This design comes from an exercise in tuning for small area on the open sky130 flow, not from production work.
The RTL was checked by simulation tests, not by an equivalence proof against the original design.
The clock port is modelled as an ideal driver; clocking choices that lean on that would not hold on a real chip.
Power is estimated from default activity; no workload was simulated.

exp/maple:
==> flow/design.v <==
module rtlfa32_4(s, cout, a, b, cin, clk);
	input [31:0] a, b;
	input cin, clk;
	output cout;
	output [31:0] s;
	wire [31:0] bs;           
	wire [32:1] k;            
	wire [6:0] bc;            
	assign bs[0] = a[0] ^ b[0] ^ cin;
	assign k[1] = ~((~a[0] & ~b[0]) | (~cin & ~a[0]) | (~b[0] & ~cin));
	assign bs[1] = a[1] ^ b[1] ^ k[1];
	assign k[2] = ~((~a[1] & ~b[1]) | (~k[1] & ~a[1]) | (~b[1] & ~k[1]));
	assign bs[2] = a[2] ^ b[2] ^ k[2];
	assign k[3] = ~((~a[2] & ~b[2]) | (~k[2] & ~a[2]) | (~b[2] & ~k[2]));
	assign bs[3] = a[3] ^ b[3] ^ k[3];
	assign k[4] = ~((~a[3] & ~b[3]) | (~k[3] & ~a[3]) | (~b[3] & ~k[3]));
	assign bc[0] = k[4];
	assign bs[4] = a[4] ^ b[4];
	assign k[5] = a[4] & b[4];
	assign bs[5] = a[5] ^ b[5] ^ k[5];
	assign k[6] = ~((~a[5] & ~b[5]) | (~k[5] & ~a[5]) | (~b[5] & ~k[5]));
	assign bs[6] = a[6] ^ b[6] ^ k[6];
	assign k[7] = ~((~a[6] & ~b[6]) | (~k[6] & ~a[6]) | (~b[6] & ~k[6]));
	assign bs[7] = a[7] ^ b[7] ^ k[7];
	assign k[8] = ~((~a[7] & ~b[7]) | (~k[7] & ~a[7]) | (~b[7] & ~k[7]));
	assign bc[1] = k[8];
	assign bs[8] = a[8] ^ b[8];
	assign k[9] = a[8] & b[8];
	assign bs[9] = a[9] ^ b[9] ^ k[9];
	assign k[10] = ~((~a[9] & ~b[9]) | (~k[9] & ~a[9]) | (~b[9] & ~k[9]));
	assign bs[10] = a[10] ^ b[10] ^ k[10];
	assign k[11] = ~((~a[10] & ~b[10]) | (~k[10] & ~a[10]) | (~b[10] & ~k[10]));
	assign bs[11] = a[11] ^ b[11] ^ k[11];
	assign k[12] = ~((~a[11] & ~b[11]) | (~k[11] & ~a[11]) | (~b[11] & ~k[11]));
	assign bs[12] = a[12] ^ b[12] ^ k[12];
	assign k[13] = ~((~a[12] & ~b[12]) | (~k[12] & ~a[12]) | (~b[12] & ~k[12]));
	assign bc[2] = k[13];
	assign bs[13] = a[13] ^ b[13];
	assign k[14] = a[13] & b[13];
	assign bs[14] = a[14] ^ b[14] ^ k[14];
	assign k[15] = ~((~a[14] & ~b[14]) | (~k[14] & ~a[14]) | (~b[14] & ~k[14]));
	assign bs[15] = a[15] ^ b[15] ^ k[15];
	assign k[16] = ~((~a[15] & ~b[15]) | (~k[15] & ~a[15]) | (~b[15] & ~k[15]));
	assign bs[16] = a[16] ^ b[16] ^ k[16];
	assign k[17] = ~((~a[16] & ~b[16]) | (~k[16] & ~a[16]) | (~b[16] & ~k[16]));
	assign bs[17] = a[17] ^ b[17] ^ k[17];
	assign k[18] = ~((~a[17] & ~b[17]) | (~k[17] & ~a[17]) | (~b[17] & ~k[17]));
	assign bc[3] = k[18];
	assign bs[18] = a[18] ^ b[18];
	assign k[19] = a[18] & b[18];
	assign bs[19] = a[19] ^ b[19] ^ k[19];
	assign k[20] = ~((~a[19] & ~b[19]) | (~k[19] & ~a[19]) | (~b[19] & ~k[19]));
	assign bs[20] = a[20] ^ b[20] ^ k[20];
	assign k[21] = ~((~a[20] & ~b[20]) | (~k[20] & ~a[20]) | (~b[20] & ~k[20]));
	assign bs[21] = a[21] ^ b[21] ^ k[21];
	assign k[22] = ~((~a[21] & ~b[21]) | (~k[21] & ~a[21]) | (~b[21] & ~k[21]));
	assign bs[22] = a[22] ^ b[22] ^ k[22];
	assign k[23] = ~((~a[22] & ~b[22]) | (~k[22] & ~a[22]) | (~b[22] & ~k[22]));
	assign bc[4] = k[23];
	assign bs[23] = a[23] ^ b[23];
	assign k[24] = a[23] & b[23];
	assign bs[24] = a[24] ^ b[24] ^ k[24];
	assign k[25] = ~((~a[24] & ~b[24]) | (~k[24] & ~a[24]) | (~b[24] & ~k[24]));
	assign bs[25] = a[25] ^ b[25] ^ k[25];
	assign k[26] = ~((~a[25] & ~b[25]) | (~k[25] & ~a[25]) | (~b[25] & ~k[25]));
	assign bs[26] = a[26] ^ b[26] ^ k[26];
	assign k[27] = ~((~a[26] & ~b[26]) | (~k[26] & ~a[26]) | (~b[26] & ~k[26]));
	assign bs[27] = a[27] ^ b[27] ^ k[27];
	assign k[28] = ~((~a[27] & ~b[27]) | (~k[27] & ~a[27]) | (~b[27] & ~k[27]));
	assign bc[5] = k[28];
	assign bs[28] = a[28] ^ b[28];
	assign k[29] = a[28] & b[28];
	assign bs[29] = a[29] ^ b[29] ^ k[29];
	assign k[30] = ~((~a[29] & ~b[29]) | (~k[29] & ~a[29]) | (~b[29] & ~k[29]));
	assign bs[30] = a[30] ^ b[30] ^ k[30];
	assign k[31] = ~((~a[30] & ~b[30]) | (~k[30] & ~a[30]) | (~b[30] & ~k[30]));
	assign bs[31] = a[31] ^ b[31] ^ k[31];
	assign k[32] = ~((~a[31] & ~b[31]) | (~k[31] & ~a[31]) | (~b[31] & ~k[31]));
	assign bc[6] = k[32];
	reg [31:0] ps;
	reg [6:0] pc;
	always @(posedge clk) begin
		ps <= bs;
		pc <= bc;
	end
	wire [7:1] ci;
	wire [31:4] t;            
	wire [31:0] rs;
	assign ci[1] = pc[0];
	assign ci[2] = pc[1] | (&ps[7:4] & ci[1]);
	assign ci[3] = pc[2] | (&ps[12:8] & ci[2]);
	assign ci[4] = pc[3] | (&ps[17:13] & ci[3]);
	assign ci[5] = pc[4] | (&ps[22:18] & ci[4]);
	assign ci[6] = pc[5] | (&ps[27:23] & ci[5]);
	assign ci[7] = pc[6] | (&ps[31:28] & ci[6]);
	assign rs[3:0] = ps[3:0];
	assign t[4] = ci[1];
	assign rs[4] = ps[4] ^ t[4];
	assign t[5] = ps[4] & t[4];
	assign rs[5] = ps[5] ^ t[5];
	assign t[6] = ps[5] & t[5];
	assign rs[6] = ps[6] ^ t[6];
	assign t[7] = ps[6] & t[6];
	assign rs[7] = ps[7] ^ t[7];
	assign t[8] = ci[2];
	assign rs[8] = ps[8] ^ t[8];
	assign t[9] = ps[8] & t[8];
	assign rs[9] = ps[9] ^ t[9];
	assign t[10] = ps[9] & t[9];
	assign rs[10] = ps[10] ^ t[10];
	assign t[11] = ps[10] & t[10];
	assign rs[11] = ps[11] ^ t[11];
	assign t[12] = ps[11] & t[11];
	assign rs[12] = ps[12] ^ t[12];
	assign t[13] = ci[3];
	assign rs[13] = ps[13] ^ t[13];
	assign t[14] = ps[13] & t[13];
	assign rs[14] = ps[14] ^ t[14];
	assign t[15] = ps[14] & t[14];
	assign rs[15] = ps[15] ^ t[15];
	assign t[16] = ps[15] & t[15];
	assign rs[16] = ps[16] ^ t[16];
	assign t[17] = ps[16] & t[16];
	assign rs[17] = ps[17] ^ t[17];
	assign t[18] = ci[4];
	assign rs[18] = ps[18] ^ t[18];
	assign t[19] = ps[18] & t[18];
	assign rs[19] = ps[19] ^ t[19];
	assign t[20] = ps[19] & t[19];
	assign rs[20] = ps[20] ^ t[20];
	assign t[21] = ps[20] & t[20];
	assign rs[21] = ps[21] ^ t[21];
	assign t[22] = ps[21] & t[21];
	assign rs[22] = ps[22] ^ t[22];
	assign t[23] = ci[5];
	assign rs[23] = ps[23] ^ t[23];
	assign t[24] = ps[23] & t[23];
	assign rs[24] = ps[24] ^ t[24];
	assign t[25] = ps[24] & t[24];
	assign rs[25] = ps[25] ^ t[25];
	assign t[26] = ps[25] & t[25];
	assign rs[26] = ps[26] ^ t[26];
	assign t[27] = ps[26] & t[26];
	assign rs[27] = ps[27] ^ t[27];
	assign t[28] = ci[6];
	assign rs[28] = ps[28] ^ t[28];
	assign t[29] = ps[28] & t[28];
	assign rs[29] = ps[29] ^ t[29];
	assign t[30] = ps[29] & t[29];
	assign rs[30] = ps[30] ^ t[30];
	assign t[31] = ps[30] & t[30];
	assign rs[31] = ps[31] ^ t[31];
	reg [32:0] r1, r2, r3, r4, r5, r6, r7;
	always @(posedge clk) begin
		r1 <= {ci[7], rs};
		r2 <= r1;
		r3 <= r2;
		r4 <= r3;
		r5 <= r4;
		r6 <= r5;
		r7 <= r6;
	end
	assign {cout, s} = r7;
endmodule
Settings: LEC_CHECK=0, ABC_AREA=1, CAP_MARGIN=20, CORE_MARGIN=2, CORE_UTILIZATION=40, SLEW_MARGIN=20; clock period 2.0 ns.
standard.sh (not shown) runs the stock make flow with config.mk's settings and CLKGATE_MAP_FILE= SYNTH_SCRIPT=/design/flow/synth_recipe.tcl, a recipe that flattens the netlist after the stock synthesis.
==> flow/flow/run.sh <==
#!/bin/bash
# Standard ORFS layout, except:
# - the port buffers are the smallest buffer (sky130_fd_sc_hd__buf_1);
# - clock tree synthesis clusters more flip-flops per leaf buffer and adds
#   no dummy loads;
# - the floorplan step does not size gates for timing (with ideal clocks);
#   timing is repaired after clock tree synthesis;
# - after global routing, gates on paths with slack are downsized
#   (RECOVER_POWER).
set -euo pipefail
bash standard.sh finish \
  REMOVE_ABC_BUFFERS=1 \
  RECOVER_POWER=100 \
  "BUFFER_PORTS_ARGS=-buffer_cell sky130_fd_sc_hd__buf_1" \
  "CTS_ARGS=-sink_clustering_enable -repair_clock_nets -buf_list sky130_fd_sc_hd__clkbuf_8 -sink_clustering_size 20 -sink_clustering_max_diameter 60 -dont_use_dummy_load" \
  > standard.log 2>&1
exp/maple closes out successfully: all stages finished, all timing, DRC and antenna checks passed.
diff inputs: exp/maple => exp/umber
Settings: a change of CORE_UTILIZATION from 40 to 70.
==> flow/flow/run.sh <==
#!/bin/bash
# Standard ORFS layout, except:
# - the port buffers are the smallest buffer (sky130_fd_sc_hd__buf_1);
# - clock tree synthesis clusters more flip-flops per leaf buffer and adds
#   no dummy loads;
# - the floorplan step does not size gates for timing (with ideal clocks);
#   timing is repaired after clock tree synthesis.
set -euo pipefail
bash standard.sh finish \
  REMOVE_ABC_BUFFERS=1 \
  "BUFFER_PORTS_ARGS=-buffer_cell sky130_fd_sc_hd__buf_1" \
  "CTS_ARGS=-sink_clustering_enable -repair_clock_nets -buf_list sky130_fd_sc_hd__clkbuf_8 -sink_clustering_size 25 -sink_clustering_max_diameter 50 -dont_use_dummy_load" \
  > standard.log 2>&1
[summary]
Taking exp/maple as the reference, in exp/umber clock power shows a reduction of about 7%, filler-free cell count of the finished design has decreased, worst hold slack grew by 0.0097 ns, critical path depth flat, clock network fraction of design power down 1.3 points.
In the final reports, the cell area of exp/umber is smaller than that of exp/maple.
From exp/maple to exp/umber the numbers moved as follows: met2 track demand over resource in global routing increased 9.4 points, core utilization +33 points.
Modified inputs, exp/pepper compared to exp/umber
Settings: CORE_UTILIZATION: 70 -> 60.
--- a/flow/flow/run.sh
+++ b/flow/flow/run.sh
@@ -11,3 +11,3 @@
   "BUFFER_PORTS_ARGS=-buffer_cell sky130_fd_sc_hd__buf_1" \
-  "CTS_ARGS=-sink_clustering_enable -repair_clock_nets -buf_list sky130_fd_sc_hd__clkbuf_8 -sink_clustering_size 25 -sink_clustering_max_diameter 50 -dont_use_dummy_load" \
+  "CTS_ARGS=-sink_clustering_enable -repair_clock_nets -buf_list sky130_fd_sc_hd__clkbuf_8 -sink_clustering_size 25 -sink_clustering_max_diameter 35 -dont_use_dummy_load" \
   > standard.log 2>&1
Notes after the runs:
Looking at hold slack, exp/pepper sits 0.033 ns lower than exp/umber does.
Relative to exp/umber, share of the clock period used by the worst path has decreased by 1.0 points in exp/pepper.
Combinational power: exp/umber vs exp/pepper — no meaningful difference
exp/pepper: PASS, flow complete, no timing, DRC or antenna violations
Initial cell density of the core, exp/pepper and exp/umber: higher on exp/umber
Compared to exp/umber, exp/pepper reaches a higher achievable clock.
Input changes introduced in exp/fjord (baseline for comparison: exp/pepper):
Settings: an added PLACE_DENSITY of 0.8; a change of CORE_UTILIZATION from 60 to 40.
--- a/flow/flow/run.sh
+++ b/flow/flow/run.sh
@@ -11,3 +11,3 @@
   "BUFFER_PORTS_ARGS=-buffer_cell sky130_fd_sc_hd__buf_1" \
-  "CTS_ARGS=-sink_clustering_enable -repair_clock_nets -buf_list sky130_fd_sc_hd__clkbuf_8 -sink_clustering_size 25 -sink_clustering_max_diameter 35 -dont_use_dummy_load" \
+  "CTS_ARGS=-sink_clustering_enable -repair_clock_nets -buf_list sky130_fd_sc_hd__clkbuf_8 -sink_clustering_size 20 -sink_clustering_max_diameter 60 -dont_use_dummy_load" \
   > standard.log 2>&1
--- outcome ---
Per the final summary, exp/fjord finished and its layout is clean on timing, DRC and antenna.
Die area | exp/fjord > exp/pepper
Re final-report hold violation count: no difference whatsoever between exp/pepper and exp/fjord.
Between exp/pepper and exp/fjord, the combinational fraction of design power is higher for exp/fjord.
Total power: higher on exp/pepper
Transition time at the pin with the least slew margin, exp/pepper and exp/fjord, higher one = exp/pepper.
Looking at count of nets after finishing across exp/pepper and exp/fjord, the one that comes out higher is exp/pepper.
Measured against each other, exp/pepper and exp/fjord differ in multi-input gate share of total cell area, the lower figure coming from exp/fjord.
exp/fjord against exp/pepper: fmax went down about 3%; worst hold slack across all endpoints went up 0.040 ns.
Re internal power consumption: exp/pepper and exp/fjord aren't equal, and the higher value belongs to exp/pepper.
Looking at first element of the critical path, the a[8] result is from exp/pepper; the a[18] one comes from exp/fjord.
Relative to exp/fjord, the following input files were edited for exp/violet:
Settings: CORE_UTILIZATION now 60, was 40; PLACE_DENSITY no longer set, was 0.8.
--- a/flow/flow/run.sh
+++ b/flow/flow/run.sh
@@ -11,3 +11,3 @@
   "BUFFER_PORTS_ARGS=-buffer_cell sky130_fd_sc_hd__buf_1" \
-  "CTS_ARGS=-sink_clustering_enable -repair_clock_nets -buf_list sky130_fd_sc_hd__clkbuf_8 -sink_clustering_size 20 -sink_clustering_max_diameter 60 -dont_use_dummy_load" \
+  "CTS_ARGS=-sink_clustering_enable -repair_clock_nets -buf_list sky130_fd_sc_hd__clkbuf_8 -sink_clustering_size 22 -sink_clustering_max_diameter 50 -dont_use_dummy_load" \
   > standard.log 2>&1
==> comparison <==
Delta (exp/violet minus exp/fjord): data arrival at the endpoint of the critical path went down 0.03 ns, fraction of area in registers now sits higher, wire length on met2 fell by about 17%, cell row count lost 20%.
Note that the largest vdd supply drop recorded for exp/violet amounts to 1.7 times the value seen in exp/fjord.
For the share of total power in the clock network, exp/violet came in 1.0 points lower than exp/fjord did.
Shortest period the worst path allows was lower in exp/violet than in exp/fjord.
What exp/fjord reported for post-placement cell count has to be multiplied by 0.882 to get the figure for exp/violet.
Between exp/violet and exp/fjord, it is exp/violet whose clock buffer count from CTS is lower, by 2.
The routed wire length reported for exp/violet is smaller than that of exp/fjord by about 14%.
What exp/lagoon does differently from exp/violet at the input level:
Settings: ABC_AREA changed from 1 to 0.
Notes after the runs:
- Comparing exp/violet and exp/lagoon, the one run not ending clean was exp/lagoon.
- Although exp/lagoon finished all stages, its layout failed final checks on negative setup slack.
- Re power share of the combinational group: exp/violet and exp/lagoon aren't equal, and the higher value belongs to exp/lagoon.
- The run showing the greater count of multi-input combinational gates is exp/violet.
- Relative to exp/violet, exp/lagoon degrades via count.

==> port drivers added, routing unchanged <==
No port has a modelled driver above. Below, the same layouts with a new extraction and two added sets of constraints. Step 1, drivers: a clkbuf_16 drives clk and a buf_2 each remaining input, both assumed. Step 2 adds t to the input delays and takes it off the output delays; t is the mean of the earliest and latest rising clock arrival at the registers after step 1. Input paths then give back, and output paths get back, about the clock's delay inside the block. Slacks: ideal / step 1 / step 2; pairs: ideal / step 1.
| run | shift t [ns] | slack for setup (ns) | worst data-port slew with drivers (ns) |
|---|---|---|---|
| exp/maple | 0.506 | 0.064 / 0.074 / -0.432 | 0.03 |
| exp/umber | 0.491 | 0.084 / 0.092 / -0.395 | 0.04 |
| exp/pepper | 0.528 | 0.105 / 0.113 / -0.413 | 0.03 |
| exp/fjord | 0.508 | 0.044 / 0.055 / -0.452 | 0.05 |
| exp/violet | 0.487 | 0.048 / 0.058 / -0.429 | 0.03 |
| exp/lagoon | 0.500 | -0.044 / -0.044 / -0.464 | 0.03 |
With both steps, setup timing fails in 5 of these runs, where it was met with ideal ports. For exp/pepper, which loses most, drivers alone change the setup slack by +0.008 ns; drivers and shift together by -0.518 ns.
